This design comes from an exercise in tuning for small area on the open sky130 flow, not from production work.
RTL that was checked went through simulation tests only; none was proved equivalent to the original.
No activity file was given, so power comes from the tool's default toggle rates.

==> trial 56: inputs <==
==> flow/design.v <==
module ALU(input [7:0] a, b, input [3:0] oper, input clk,
           output reg [7:0] msb, lsb);
    wire [7:0] quo = (b == 8'h00) ? 8'hFF : a / b;
    wire [7:0] rem = (b == 8'h00) ? a : a % b;
    always @(posedge clk) begin
        case(oper)
            4'h0: {msb, lsb} <= a + b;   
            4'h1: {msb, lsb} <= a - b;   
            4'h2: {msb, lsb} <= a * b;   
            4'h3: {msb, lsb} <= quo;     
            4'h4: {msb, lsb} <= rem;     
            4'h5: {msb, lsb} <= a & b;   
            4'h6: {msb, lsb} <= ~(a & b);  
            4'h7: {msb, lsb} <= a | b;   
            4'h8: {msb, lsb} <= ~(a | b);  
            4'h9: {msb, lsb} <= a ^ b;   
            4'hA: {msb, lsb} <= a ~^ b;  
            4'hB: {msb, lsb} <= ~a;      
            4'hC: {msb, lsb} <= a << 1;  
            4'hD: {msb, lsb} <= a >> 1;  
            4'hE: {msb, lsb} <= a > b;     
            4'hF: {msb, lsb} <= a < b;     
            default: {msb, lsb} <= 16'h0000;
        endcase
    end
endmodule
==> flow/run.sh <==
#!/bin/bash
# synth_recipe.tcl (not shown) runs the flow's synth.tcl, then flattens the netlist and writes it again
# the make line also repeats each setting of config.mk as NAME=value (left out here)
make -C /OpenROAD-flow-scripts/flow DESIGN_CONFIG=/design/flow/config.mk WORK_HOME=/design/flow/orfs CLKGATE_MAP_FILE= SYNTH_SCRIPT=/design/flow/synth_recipe.tcl finish
==> flow/config.mk <==
export PLATFORM = sky130hd
export DESIGN_NAME = ALU
export DESIGN_NICKNAME = ALU
export VERILOG_FILES = /design/flow/design.v
export SDC_FILE = /design/flow/constraint.sdc
export NUM_CORES = 4
export LEC_CHECK = 0
export CAP_MARGIN = 20
export CORE_MARGIN = 2
export CORE_UTILIZATION = 40
export SLEW_MARGIN = 20
==> flow/constraint.sdc <==
create_clock -name core_clock -period 12.5 [get_ports {clk}]
set_input_delay 2.5000 -clock core_clock [delete_from_list [all_inputs] [get_ports {clk}]]
set_output_delay 2.5000 -clock core_clock [all_outputs]
set_load 0.01 [all_outputs]
==> build 89: changes against trial 56 <==
==> flow/design.v (replaced) <==
module ALU(input [7:0] a, b, input [3:0] oper, input clk,
           output reg [7:0] msb, lsb);
    wire       inv = (oper == 4'h1) | (oper == 4'hE) | (oper == 4'hF);
    wire       cin = (oper == 4'h1) | (oper == 4'hF);
    wire [8:0] sum = {1'b0, a} + {1'b0, b ^ {8{inv}}} + {8'h00, cin};
    wire       co  = sum[8];
    wire [7:0] np [0:7];
    genvar i, j;
    generate
        for (i = 0; i < 8; i = i + 1) begin : pp
            assign np[i] = ~(a & {8{b[i]}});
        end
    endgenerate
    wire [7:0] ns [0:7];    
    wire [6:0] nc [0:7];    
    wire [15:0] nprod;
    assign ns[0] = np[0];
    assign nc[0] = 7'h7F;
    generate
        for (i = 1; i < 8; i = i + 1) begin : mrow
            for (j = 0; j < 7; j = j + 1) begin : cl
                wire x, y, z;
                assign x = np[i][j];
                assign y = ns[i-1][j+1];
                assign z = nc[i-1][j];
                assign ns[i][j] = x ^ y ^ z;
                assign nc[i][j] = (x & y) | (x & z) | (y & z);
            end
            assign ns[i][7] = np[i][7];
        end
        for (i = 0; i < 8; i = i + 1) begin : lowp
            assign nprod[i] = ns[i][0];
        end
    endgenerate
    wire [7:0] fc;    
    assign fc[0] = 1'b1;
    generate
        for (j = 0; j < 7; j = j + 1) begin : fadd
            wire x, y, z;
                assign x = ns[7][j+1];
                assign y = nc[7][j];
                assign z = fc[j];
            assign nprod[8+j] = x ^ y ^ z;
            assign fc[j+1] = (x & y) | (x & z) | (y & z);
        end
    endgenerate
    assign nprod[15] = fc[7];
    wire [15:0] prod = ~nprod;
    wire [7:0] q;
    wire [7:0] nb = ~b;
    genvar k;
    generate
        for (k = 7; k >= 0; k = k - 1) begin : row
            localparam integer W = 8 - k;
            wire [W-1:0] x;
            wire [W-1:0] r;
            wire [W-1:0] d;
            wire [W:0]   c;
            wire         hz;
            if (k == 7) begin : first
                assign x = a[7];
            end else begin : next
                assign x = {row[k+1].r, a[k]};
            end
            if (W < 8) begin : hzw
                assign hz = ~|b[7:W];
            end else begin : hzf
                assign hz = 1'b1;
            end
            assign c[0] = 1'b1;
            for (j = 0; j < W; j = j + 1) begin : sub
                assign d[j] = x[j] ^ nb[j] ^ c[j];
                assign c[j+1] = (x[j] & nb[j]) | (x[j] & c[j]) | (nb[j] & c[j]);
            end
            assign q[k] = hz & c[W];
            assign r = q[k] ? d : x;
        end
    endgenerate
    wire [7:0] r0 = row[0].r;
    always @(posedge clk) begin
        case (oper)
            4'h0: {msb, lsb} <= {7'h00, co, sum[7:0]};
            4'h1: {msb, lsb} <= {{8{~co}}, sum[7:0]};
            4'h2: {msb, lsb} <= prod;
            4'h3: {msb, lsb} <= {8'h00, q};
            4'h4: {msb, lsb} <= {8'h00, r0};
            4'h5: {msb, lsb} <= {8'h00, a & b};
            4'h6: {msb, lsb} <= {8'hFF, ~(a & b)};
            4'h7: {msb, lsb} <= {8'h00, a | b};
            4'h8: {msb, lsb} <= {8'hFF, ~(a | b)};
            4'h9: {msb, lsb} <= {8'h00, a ^ b};
            4'hA: {msb, lsb} <= {8'hFF, a ~^ b};
            4'hB: {msb, lsb} <= {8'hFF, ~a};
            4'hC: {msb, lsb} <= {7'h00, a, 1'b0};
            4'hD: {msb, lsb} <= {9'h000, a[7:1]};
            4'hE: {msb, lsb} <= {15'h0000, co};
            default: {msb, lsb} <= {15'h0000, ~co};
        endcase
    end
endmodule
==> build 14: changes against trial 56 <==
==> flow/design.v (replaced) <==
module ALU(input [7:0] a, b, input [3:0] oper, input clk,
           output reg [7:0] msb, lsb);
    wire       inv = (oper == 4'h1) | (oper == 4'hE) | (oper == 4'hF);
    wire       cin = (oper == 4'h1) | (oper == 4'hF);
    wire [8:0] sum = {1'b0, a} + {1'b0, b ^ {8{inv}}} + {8'h00, cin};
    wire       co  = sum[8];
    wire [7:0] np [0:7];
    genvar i, j;
    generate
        for (i = 0; i < 8; i = i + 1) begin : pp
            assign np[i] = ~(a & {8{b[i]}});
        end
    endgenerate
    wire [7:0] ns [0:7];    
    wire [6:0] nc [0:7];    
    wire [15:0] nprod;
    assign ns[0] = np[0];
    assign nc[0] = 7'h7F;
    generate
        for (i = 1; i < 8; i = i + 1) begin : mrow
            for (j = 0; j < 7; j = j + 1) begin : cl
                wire x, y, z;
                assign x = np[i][j];
                assign y = ns[i-1][j+1];
                assign z = nc[i-1][j];
                assign ns[i][j] = x ^ y ^ z;
                assign nc[i][j] = (x & y) | (x & z) | (y & z);
            end
            assign ns[i][7] = np[i][7];
        end
        for (i = 0; i < 8; i = i + 1) begin : lowp
            assign nprod[i] = ns[i][0];
        end
    endgenerate
    wire [7:0] fc;    
    assign fc[0] = 1'b1;
    generate
        for (j = 0; j < 7; j = j + 1) begin : fadd
            wire x, y, z;
                assign x = ns[7][j+1];
                assign y = nc[7][j];
                assign z = fc[j];
            assign nprod[8+j] = x ^ y ^ z;
            assign fc[j+1] = (x & y) | (x & z) | (y & z);
        end
    endgenerate
    assign nprod[15] = fc[7];
    wire [15:0] prod = ~nprod;
    wire [7:0] q;
    wire [7:0] nb = ~b;
    genvar k;
    generate
        for (k = 7; k >= 0; k = k - 1) begin : row
            localparam integer W = 8 - k;
            wire [W-1:0] x;
            wire [W-1:0] r;
            wire [W-1:0] d;
            wire [W:0]   c;
            wire         hz;
            if (k == 7) begin : first
                assign x = a[7];
            end else begin : next
                assign x = {row[k+1].r, a[k]};
            end
            if (W < 8) begin : hzw
                assign hz = ~|b[7:W];
            end else begin : hzf
                assign hz = 1'b1;
            end
            assign c[0] = 1'b1;
            for (j = 0; j < W; j = j + 1) begin : sub
                assign d[j] = x[j] ^ nb[j] ^ c[j];
                assign c[j+1] = (x[j] & nb[j]) | (x[j] & c[j]) | (nb[j] & c[j]);
            end
            assign q[k] = hz & c[W];
            assign r = q[k] ? d : x;
        end
    endgenerate
    wire [7:0] r0 = row[0].r;
    always @(posedge clk) begin
        case (oper)
            4'h0: {msb, lsb} <= {7'h00, co, sum[7:0]};
            4'h1: {msb, lsb} <= {{8{~co}}, sum[7:0]};
            4'h2: {msb, lsb} <= prod;
            4'h3: {msb, lsb} <= {8'h00, q};
            4'h4: {msb, lsb} <= {8'h00, r0};
            4'h5: {msb, lsb} <= {8'h00, a & b};
            4'h6: {msb, lsb} <= {8'hFF, ~(a & b)};
            4'h7: {msb, lsb} <= {8'h00, a | b};
            4'h8: {msb, lsb} <= {8'hFF, ~(a | b)};
            4'h9: {msb, lsb} <= {8'h00, a ^ b};
            4'hA: {msb, lsb} <= {8'hFF, a ~^ b};
            4'hB: {msb, lsb} <= {8'hFF, ~a};
            4'hC: {msb, lsb} <= {7'h00, a, 1'b0};
            4'hD: {msb, lsb} <= {9'h000, a[7:1]};
            4'hE: {msb, lsb} <= {15'h0000, co};
            default: {msb, lsb} <= {15'h0000, ~co};
        endcase
    end
endmodule
--- a/flow/config.mk
+++ b/flow/config.mk
@@ -5,6 +5,7 @@
 export SDC_FILE = /design/flow/constraint.sdc
 export NUM_CORES = 4
 export LEC_CHECK = 0
+export ABC_AREA = 1
 export CAP_MARGIN = 20
 export CORE_MARGIN = 2
 export CORE_UTILIZATION = 40
==> notes <==
Build 14 ran to the end with violations: setup timing. Build 89 ran to the end with violations: setup timing. Trial 56 produced a clean layout.
Routed wire length, highest first: trial 56, build 89, build 14.
Against build 89, the worst hold slack of build 14 is worse by 0.36 ns.
Of trial 56 and build 89, build 89 has the higher core utilization (gap 0.61 points).
Against trial 56, the via count of build 89 is lower by 28%.
Sequential cell count is the same in build 14 and trial 56.
Between build 14 and build 89, the lower maximum frequency is in build 89 (gap about 12%, measured against build 89).
Design area: build 89 is lower than trial 56 (20%).
The lowest clock power belongs to build 14, the highest to build 89.
The highest combinational power belongs to trial 56, the lowest to build 14.
No functional check of the RTL was part of build 89 and build 14.

## port drivers added, routing unchanged
How much do the figures lean on ideal ports? The routed layouts below were timed once more, with nothing changed but the port constraints. Step 1 (the two cells are an assumption about what drives the block):
set clk [get_ports {clk}]
set_driving_cell -lib_cell sky130_fd_sc_hd__clkbuf_16 $clk
set_driving_cell -lib_cell sky130_fd_sc_hd__buf_2 [delete_from_list [all_inputs] $clk]
Step 2 adds t to the input delays and takes it off the output delays; t is the mean of the earliest and latest rising clock arrival at the registers after step 1. Input paths then give back, and output paths get back, about the clock's delay inside the block. a / b / c = ideal ports / drivers / drivers and shift; a / b = the first two.
run | shift t [ns] | setup slack, ns | cell pins on the clock port's net
trial 56 | 0.287 | 0.381 / 0.391 / 0.104 | 1
build 89 | 0.296 | -4.127 / -4.120 / -4.416 | 1
build 14 | 0.291 | -2.411 / -2.413 / -2.704 | 1
For build 14, which loses most, drivers alone change the setup slack by -0.002 ns; drivers and shift together by -0.293 ns.
